Context: an optimization exercise on an open-source flow, tuned for small area, a short achievable clock period and few clock cycles. The choices shown serve that exercise and are no tape-out recipe.
At most, simulation tests tie the RTL to the original design; equivalence was not proved.
No activity file was given, so power comes from the tool's default toggle rates.

Design control, start of the top module:
module control#(parameter m=3, w=220, h=220)(
    input rstn,clk,ready,
    input [(m*m)-1:0] kernel,
    output wire [15:0] img_addr,
    output wire img_rd,
    input [7:0] img_data,
    output wire res_valid,
    output wire [15:0] res_addr,
    output wire [7:0] out,
    output wire finish
    );
    localparam [15:0] ST_ROW   = 16'd220;               
    localparam [15:0] ST_COL   = 16'd1 - 16'd1540;      
    localparam [15:0] RS_SAME  = -16'd880 - 16'd221;    
    localparam [15:0] RS_PREV  = 16'd879 - 16'd221;     
    function [15:0] bk16(input [15:0] x, input [15:0] y);
        reg [15:0] g, p, G, P; integer i, d;
        begin
            g = x & y; p = x ^ y; G = g; P = p;
            for (d = 1; d < 16; d = d * 2)
                for (i = 2*d - 1; i < 16; i = i + 2*d) begin
                    G[i] = G[i] | (P[i] & G[i-d]); P[i] = P[i] & P[i-d];
                end
            for (d = 4; d >= 1; d = d / 2)
                for (i = 3*d - 1; i < 16; i = i + 2*d) begin
                    G[i] = G[i] | (P[i] & G[i-d]); P[i] = P[i] & P[i-d];
                end
            bk16 = p ^ {G[14:0], 1'b0};
        end
    endfunction
    function [11:0] bk12(input [11:0] x, input [11:0] y);
        reg [11:0] g, p, G, P; integer i, d;
        begin
            g = x & y; p = x ^ y; G = g; P = p;
            for (d = 1; d < 12; d = d * 2)
                for (i = 2*d - 1; i < 12; i = i + 2*d) begin
                    G[i] = G[i] | (P[i] & G[i-d]); P[i] = P[i] & P[i-d];
                end
            for (d = 4; d >= 1; d = d / 2)
                for (i = 3*d - 1; i < 12; i = i + 2*d) begin
                    G[i] = G[i] | (P[i] & G[i-d]); P[i] = P[i] & P[i-d];
                end
            bk12 = p ^ {G[10:0], 1'b0};
        end
    endfunction
    function [23:0] csa(input [11:0] x, input [11:0] y, input [11:0] z);
        begin
            csa[11:0]  = x ^ y ^ z;
            csa[23:12] = ((x & y) | (x & z) | (y & z)) << 1;
        end
    endfunction
    function [11:0] add3(input [11:0] x, input [11:0] y, input [11:0] z);
        reg [23:0] c;
        begin
            c = csa(x, y, z);
            add3 = bk12(c[11:0], c[23:12]);
        end
    endfunction
  ...
Size: ~250 flip-flops, ~63 I/O pins, roughly 9300 um^2 of cells after synthesis.
Settings: LEC_CHECK=0, CAP_MARGIN=20, CORE_MARGIN=2, CORE_UTILIZATION=40, SLEW_MARGIN=20; clock period 13.0 ns.
standard.sh (not shown) runs the stock make flow with config.mk's settings and CLKGATE_MAP_FILE= SYNTH_SCRIPT=/design/flow/synth_recipe.tcl, a recipe that flattens the netlist after the stock synthesis.
==> flow/flow/run.sh <==
#!/bin/bash
# Standard ORFS layout (the standard.sh, unchanged synthesis), with
# buf_2 port buffers and a smaller clock tree.
set -euo pipefail
export BUFFER_PORTS_ARGS="-buffer_cell sky130_fd_sc_hd__buf_2"
export CTS_ARGS="-sink_clustering_enable -repair_clock_nets -root_buf sky130_fd_sc_hd__clkbuf_16 -buf_list {sky130_fd_sc_hd__clkbuf_8 sky130_fd_sc_hd__clkbuf_16} -sink_clustering_size 30 -sink_clustering_max_diameter 100 -dont_use_dummy_load"
export SETUP_SLACK_MARGIN=9.0
bash standard.sh > standard.log 2>&1
The baseline went through all stages and came out clean.
Then changed:
--- a/flow/flow/run.sh
+++ b/flow/flow/run.sh
@@ -7 +7 @@
-export SETUP_SLACK_MARGIN=9.0
+export SETUP_SLACK_MARGIN=9.3
Result:
- routed wire length stays flat
- die area does not change
- synthesized cell count does not change
- area after synthesis stays the same
- global-route usage does not change
- worst hold slack barely changes
- via count is about the same
- register-to-register slack improved by 90 ps
- cell area hardly moves
- core utilization is about the same
Then changed:
--- a/flow/flow/run.sh
+++ b/flow/flow/run.sh
@@ -7 +7 @@
-export SETUP_SLACK_MARGIN=9.3
+export SETUP_SLACK_MARGIN=9.45
Result: Worst setup slack improved by 84 ps; via count grows by 1.5%; sequential share of layout area fell by 0.88 points; register-to-register slack improves by 190 ps; clock power stays flat; sequential power drops by about 0.6%; design area grows by 2.6%.
No functional check of the RTL was part of any run of this note.

control, a different RTL version from the one above (not shown whole).
Size: roughly 880 cells after synthesis, ~260 flip-flops, about 63 I/O pins.
// control
module control#(parameter m=3, w=220, h=220)(
    input rstn,clk,ready,
    input [(m*m)-1:0] kernel,
    output wire [15:0] img_addr,
    output wire img_rd,
    input [7:0] img_data,
    output wire res_valid,
    output wire [15:0] res_addr,
    output wire [7:0] out,
    output wire finish
    );
clock: 13.0 ns
lec_check: 0
cap_margin: 20
core_margin: 2
core_utilization: 40
slew_margin: 20
==> flow/flow/run.sh <==
#!/bin/bash
# Standard ORFS layout (the standard.sh, unchanged synthesis), with
# buf_2 port buffers and a smaller clock tree.
set -euo pipefail
export BUFFER_PORTS_ARGS="-buffer_cell sky130_fd_sc_hd__buf_2"
export CTS_ARGS="-sink_clustering_enable -repair_clock_nets -root_buf sky130_fd_sc_hd__clkbuf_16 -buf_list {sky130_fd_sc_hd__clkbuf_4 sky130_fd_sc_hd__clkbuf_8} -sink_clustering_size 20 -sink_clustering_max_diameter 50 -sink_clustering_levels 1 -dont_use_dummy_load"
export SETUP_SLACK_MARGIN=9.3
bash standard.sh > standard.log 2>&1
The baseline went through all stages and came out clean.
Testbench counts at the start, summed over its fixed seeds: cycles 392,466.
Change:
==> flow/flow/run.sh (replaced) <==
#!/bin/bash
# Standard ORFS layout (the standard.sh, unchanged synthesis), with
# buf_2 port buffers and a smaller clock tree.
set -euo pipefail
export BUFFER_PORTS_ARGS="-buffer_cell sky130_fd_sc_hd__buf_2"
export CTS_ARGS="-sink_clustering_enable -repair_clock_nets -buf_list {sky130_fd_sc_hd__clkbuf_4 sky130_fd_sc_hd__clkbuf_8} -sink_clustering_size 20 -sink_clustering_max_diameter 50 -dont_use_dummy_load"
export SETUP_SLACK_MARGIN=9.3
bash standard.sh > standard.log 2>&1
The changed run went through all stages and came out clean.
Cell area hardly moves.
Setup slack degrades by 0.013 ns.
Core utilization barely changes.
Combinational power is about the same.
Sequential share of layout area went up by 0.13 points.
Change:
--- a/flow/flow/run.sh
+++ b/flow/flow/run.sh
@@ -6,3 +6,2 @@
 export CTS_ARGS="-sink_clustering_enable -repair_clock_nets -buf_list {sky130_fd_sc_hd__clkbuf_4 sky130_fd_sc_hd__clkbuf_8} -sink_clustering_size 20 -sink_clustering_max_diameter 50 -dont_use_dummy_load"
-export SETUP_SLACK_MARGIN=9.3
 bash standard.sh > standard.log 2>&1
The changed run finished clean. Die area is unchanged. Routed wire length hardly moves. Worst hold slack is unchanged. Power stays flat. Via count barely changes. Setup slack loses 0.16 ns. Count of clock-buffer cells in the layout stays the same. Cell count fell by 0.31%. Synthesized area is unchanged. Cell area fell by 0.61%.

Setup of P:
Another version of the RTL of control (not shown whole).
For scale: ~880 cells after synthesis, roughly 250 flip-flops, roughly 63 I/O pins, ~0.0096 sq mm of cells after synthesis.
==> flow/design.v (excerpt) <==
module control#(parameter m=3, w=220, h=220)(
    input rstn,clk,ready,
    input [(m*m)-1:0] kernel,
    output wire [15:0] img_addr,
    output wire img_rd,
    input [7:0] img_data,
    output wire res_valid,
    output wire [15:0] res_addr,
    output wire [7:0] out,
    output wire finish
    );
    localparam [15:0] ST_ROW   = 16'd220;               
    localparam [15:0] ST_COL   = 16'd1 - 16'd1540;      
    localparam [15:0] ST_STRIP = -16'd440;              
    localparam [15:0] RS_SAME  = -16'd880 - 16'd221;    
    localparam [15:0] RS_PREV  = 16'd879 - 16'd221;     
    reg        ready_r;
    reg        run;
    reg        rd;
    reg [15:0] ra;
    reg [2:0]  rc;           
    reg [7:0]  cc;           
    reg        last_strip;
    wire start    = ready_r & ~run;
    wire rc_end   = (rc == 3'd7);
    wire cc_end   = (cc == 8'd220);
    wire strip_end = rc_end & cc_end;
    wire prelast  = ra[15] & ra[11] & ~ra[5];
    wire run_end  = last_strip & (cc == 8'd219) & (rc == 3'd3);
    wire [2:0] rc_nx = rc + 3'd1;
    wire last_nx  = last_strip | (strip_end & prelast);
    assign img_rd   = rd;
    assign img_addr = ra;
    always @(posedge clk) ready_r <= ready;
    always @(posedge clk) begin
        if (!rstn) begin
            run <= 1'b0;
            rd  <= 1'b0;
        end else if (start) begin
            run <= 1'b1;
            rd  <= 1'b1;
        end else begin
            if (run_end) run <= 1'b0;
            rd <= run & ~run_end & ~(last_nx & rc_nx[2]);
        end
    end
    always @(posedge clk) begin
        if (start) begin
            ra <= 16'd0;
            rc <= 3'd0;
            cc <= 8'd0;
  ...
==> flow/config.mk <==
export PLATFORM = sky130hd
export DESIGN_NAME = control
export DESIGN_NICKNAME = control
export VERILOG_FILES = /design/flow/design.v
export SDC_FILE = /design/flow/constraint.sdc
export NUM_CORES = 4
export LEC_CHECK = 0
export CAP_MARGIN = 20
export CORE_MARGIN = 2
export CORE_UTILIZATION = 40
export SLEW_MARGIN = 20
==> flow/constraint.sdc <==
create_clock -name core_clock -period 13.0 [get_ports {clk}]
set_input_delay 2.6000 -clock core_clock [delete_from_list [all_inputs] [get_ports {clk}]]
set_output_delay 2.6000 -clock core_clock [all_outputs]
set_load 0.01 [all_outputs]
==> flow/flow/run.sh <==
#!/bin/bash
# Standard ORFS layout (the standard.sh, unchanged synthesis), with
# buf_2 port buffers and a smaller clock tree.
set -euo pipefail
export BUFFER_PORTS_ARGS="-buffer_cell sky130_fd_sc_hd__buf_2"
export CTS_ARGS="-repair_clock_nets -root_buf sky130_fd_sc_hd__clkbuf_16 -buf_list {sky130_fd_sc_hd__clkbuf_8 sky130_fd_sc_hd__clkbuf_16} -dont_use_dummy_load"
export SETUP_SLACK_MARGIN=9.3
bash standard.sh > standard.log 2>&1
Testbench counts of P, summed over its fixed seeds: cycles 392,466.
Relative to P, the following input files were edited for Q:
-- flow/flow/run.sh --
<<< P, line 6
export CTS_ARGS="-repair_clock_nets -root_buf sky130_fd_sc_hd__clkbuf_16 -buf_list {sky130_fd_sc_hd__clkbuf_8 sky130_fd_sc_hd__clkbuf_16} -dont_use_dummy_load"
>>> Q, line 6
export CTS_ARGS="-sink_clustering_enable -repair_clock_nets -root_buf sky130_fd_sc_hd__clkbuf_16 -buf_list {sky130_fd_sc_hd__clkbuf_8 sky130_fd_sc_hd__clkbuf_16} -sink_clustering_size 30 -sink_clustering_max_diameter 100 -dont_use_dummy_load"
==> comparison <==
From P to Q the numbers moved as follows: total of flip-flops plus latches after synthesis barely changed; wire length of the first global-routing pass dropped 1600 um; worst slack on hold paths climbed 14 ps; vias per cell dropped 0.56%. Summary of Q over P: finished layout cell area shrank by 960 sq um; clock distribution area overhead in the final layout lower; logic gate share of total power picked up an extra 8.2 points; leakage power -about 9%; initial antenna violation count barely changed. A first element of the critical path of ra[6]$_SDFF_PP0_ is what P shows, while ra[1]$_SDFF_PP0_ belongs to Q.

== the baseline ==
Another version of the RTL of control (not shown whole).
For scale: roughly 760 cells after synthesis, about 63 I/O pins.
## control
module control#(parameter m=3, w=220, h=220)(
    input rstn,clk,ready,
    input [(m*m)-1:0] kernel,
    output wire [15:0] img_addr,
    output wire img_rd,
    input [7:0] img_data,
    output wire res_valid,
    output wire [15:0] res_addr,
    output wire [7:0] out,
    output wire finish
    );
Settings: LEC_CHECK=0, CAP_MARGIN=20, CORE_MARGIN=2, CORE_UTILIZATION=40, GPL_TIMING_DRIVEN=1, SLEW_MARGIN=20; clock period 13.0 ns.
==> flow/flow/run.sh <==
#!/bin/bash
# Standard ORFS layout (the standard.sh, unchanged synthesis), with
# buf_2 port buffers and a smaller clock tree.
set -euo pipefail
export BUFFER_PORTS_ARGS="-buffer_cell sky130_fd_sc_hd__buf_2"
export CTS_ARGS="-sink_clustering_enable -repair_clock_nets -root_buf sky130_fd_sc_hd__clkbuf_16 -buf_list {sky130_fd_sc_hd__clkbuf_8 sky130_fd_sc_hd__clkbuf_16} -sink_clustering_size 30 -sink_clustering_max_diameter 100 -dont_use_dummy_load"
export SETUP_SLACK_MARGIN=9.3
bash standard.sh > standard.log 2>&1
Having completed the whole flow, the baseline delivered a layout that passed the timing, DRC and antenna checks.
Testbench counts of the baseline, summed over its fixed seeds: cycles 391,812.
Edits applied to the flow inputs when going from the baseline to the candidate:
-- flow/config.mk --
<<< the baseline, line 10
export CORE_UTILIZATION = 40
export GPL_TIMING_DRIVEN = 1
export SLEW_MARGIN = 20
>>> the candidate, line 10
export CORE_UTILIZATION = 40
export SLEW_MARGIN = 20
Notes after the runs:
Per the comparison of the candidate with the baseline, inverter count flat; final cell count flat; total power consumption of the routed design flat. Delta (the candidate minus the baseline): number of instances in the synthesized netlist was more or less identical, portion of total power attributed to combinational logic was more or less identical. Total number of multi-input combinational cells: the baseline vs the candidate identical. As far as wire length on met2 goes, the candidate and the baseline are indistinguishable; the numbers are identical. Any difference in sequential portion of the cell area between the baseline and the candidate is small enough to ignore. Per the comparison of the candidate with the baseline, utilization has remained practically unchanged, layout overhead on the synthesized area has remained practically unchanged.

run A:
Another version of the RTL of control (not shown whole).
Size in the first run: about 240 flip-flops, roughly 63 I/O pins.
clock: 13.0 ns
lec_check: 0
abc_clock_period_in_ps: 3600
cap_margin: 20
core_margin: 2
core_utilization: 40
slew_margin: 20
==> flow/flow/run.sh <==
#!/bin/bash
# Standard ORFS layout (the standard.sh, unchanged synthesis), with the
# port buffers made from buf_2 cells instead of the default buffer cell.
set -euo pipefail
export BUFFER_PORTS_ARGS="-buffer_cell sky130_fd_sc_hd__buf_2"
bash standard.sh > standard.log 2>&1
Run A reached the end of the flow, and the finished layout is clean on the timing, DRC and antenna checks.
For run B, these inputs were changed with respect to run A:
- a deleted ABC_CLOCK_PERIOD_IN_PS that had been 3600
==> flow/flow/run.sh <==
#!/bin/bash
# Standard ORFS layout (the standard.sh, unchanged synthesis), with
# buf_2 port buffers and a smaller clock tree.
set -euo pipefail
export BUFFER_PORTS_ARGS="-buffer_cell sky130_fd_sc_hd__buf_2"
export CTS_ARGS="-sink_clustering_enable -repair_clock_nets -buf_list {sky130_fd_sc_hd__clkbuf_4 sky130_fd_sc_hd__clkbuf_8} -sink_clustering_size 20 -sink_clustering_max_diameter 50 -dont_use_dummy_load"
bash standard.sh > standard.log 2>&1
==> results.txt <==
Run B was carried through to the last stage, and its layout satisfied the timing, DRC and antenna checks. Relative to run A, sequential share of layout area increased by 2.3 points in run B. Route | run B vs run A | wire shorter in run B. The worst-case clock skew of run B was inferior to that of run A. Run B vs run A, instance count: run B lower. Comparing run A and run B, the lower via count was measured on run B. The total power of run B falls short of that of run A by about 12%. A slowest library cell on the worst path of sky130_fd_sc_hd__xor2_1 is what run B shows, while sky130_fd_sc_hd__dfxtp_1 belongs to run A. The clock slew seen by the registers of the worst setup and hold paths of run B is higher than that of run A. Run B against run A: first-pass GRT wire length now smaller, cell area now smaller, clock group total power now smaller.
Edits applied to the flow inputs when going from run B to run C:
- ABC_CLOCK_PERIOD_IN_PS newly set to 3000
==> flow/flow/run.sh <==
#!/bin/bash
# Standard ORFS layout (the standard.sh, unchanged synthesis), with the
# port buffers made from buf_2 cells instead of the default buffer cell.
set -euo pipefail
export BUFFER_PORTS_ARGS="-buffer_cell sky130_fd_sc_hd__buf_2"
bash standard.sh > standard.log 2>&1
Findings:
- Reported for run B and run C, number of design rule violations left after detail routing turned out identical to the last digit.
- Final-layout clock buffer total (run B / run C): 0.62
- Run C vs run B, worst-case headroom to the max-slew limit went up by 0.60 points.
- Number of iterations in the first detailed-routing pass across run B and run C: no real change.
- Number of nets in the finished design delta (run B -> run C): insignificant
- Across both runs, fraction of standard cell area that is sequential was lower for run C than for run B.
- Compared with run B, run C shows a higher total length of routed met2 wires.
## Diff of input files: run D against run C
- a deleted ABC_CLOCK_PERIOD_IN_PS that had been 3000
==> flow/flow/run.sh <==
#!/bin/bash
# Standard ORFS layout (the standard.sh, unchanged synthesis), with
# buf_2 port buffers and a smaller clock tree.
set -euo pipefail
export BUFFER_PORTS_ARGS="-buffer_cell sky130_fd_sc_hd__buf_2"
export CTS_ARGS="-sink_clustering_enable -repair_clock_nets -buf_list sky130_fd_sc_hd__clkbuf_16 -sink_clustering_size 30 -sink_clustering_max_diameter 60 -dont_use_dummy_load"
bash standard.sh > standard.log 2>&1
### Flow results
- Compared with run C, run D ends up with a smaller final cell area.
- Diff run C -> run D: worst hold slack down 0.022 ns, part of the power in the clock network decreased by 6.7 points relative to the old numbers, fraction of cell area in non-clock buffers neither gained nor lost much.
- No stage failed in run C, and the final checks on the layout all came back clean.
- Run D has completed all stages; timing, DRC and antenna checks passed.
- Diff run C..run D | number of combinational gates with multiple inputs | unchanged
- Of run D and run C, it is run D that has the higher combinational share of power.
- Comparing run D and run C, the lower met2 usage in global routing was measured on run D.
- Diff run C -> run D | global-route wire length before repair | down slightly
Function was not checked in any run of this note: the RTL went through the layout flow alone.

-- re-timing with driven ports --
The flow's constraints put no driver on any port. The routed layouts listed below were extracted and timed again, unchanged, in two steps.
Step 1, drivers: a clkbuf_16 drives clk and a buf_2 each remaining input, both assumed.
Step 2 also shifts input and output timing later by t, the mid clock arrival at the registers, as if the neighbouring blocks saw the same clock.
a / b / c = no drivers / after step 1 / after step 2; a / b = the first two.
run	t, ns	setup slack, ns	slew at the worst register clock pin (ns)	pins driven straight from the clock port
the first run of note 1	0.510	9.188 / 9.144 / 9.443	0.11 / 0.11	1
the second run of note 1	0.510	9.359 / 9.315 / 9.527	0.11 / 0.11	1
the third run of note 1	0.508	9.443 / 9.398 / 9.697	0.11 / 0.11	1
the first run of note 2	0.523	9.363 / 9.316 / 9.522	0.10 / 0.10	1
the second run of note 2	0.573	9.350 / 9.310 / 9.520	0.10 / 0.10	1
the third run of note 2	0.573	9.194 / 9.154 / 9.520	0.10 / 0.10	1
P	0.574	9.352 / 9.306 / 9.571	0.06 / 0.06	1
Q	0.506	9.359 / 9.314 / 9.602	0.11 / 0.11	1
the baseline	0.505	9.361 / 9.318 / 9.480	0.11 / 0.11	1
the candidate	0.505	9.361 / 9.318 / 9.480	0.11 / 0.11	1
run A	0.548	9.035 / 9.035 / 9.035	0.07 / 0.07	1
run B	0.550	9.020 / 9.020 / 9.020	0.11 / 0.11	1
run C	0.548	9.035 / 9.035 / 9.035	0.07 / 0.07	1
run D	0.532	9.033 / 9.033 / 9.033	0.10 / 0.10	1
After both steps setup and hold are still met in every run listed.
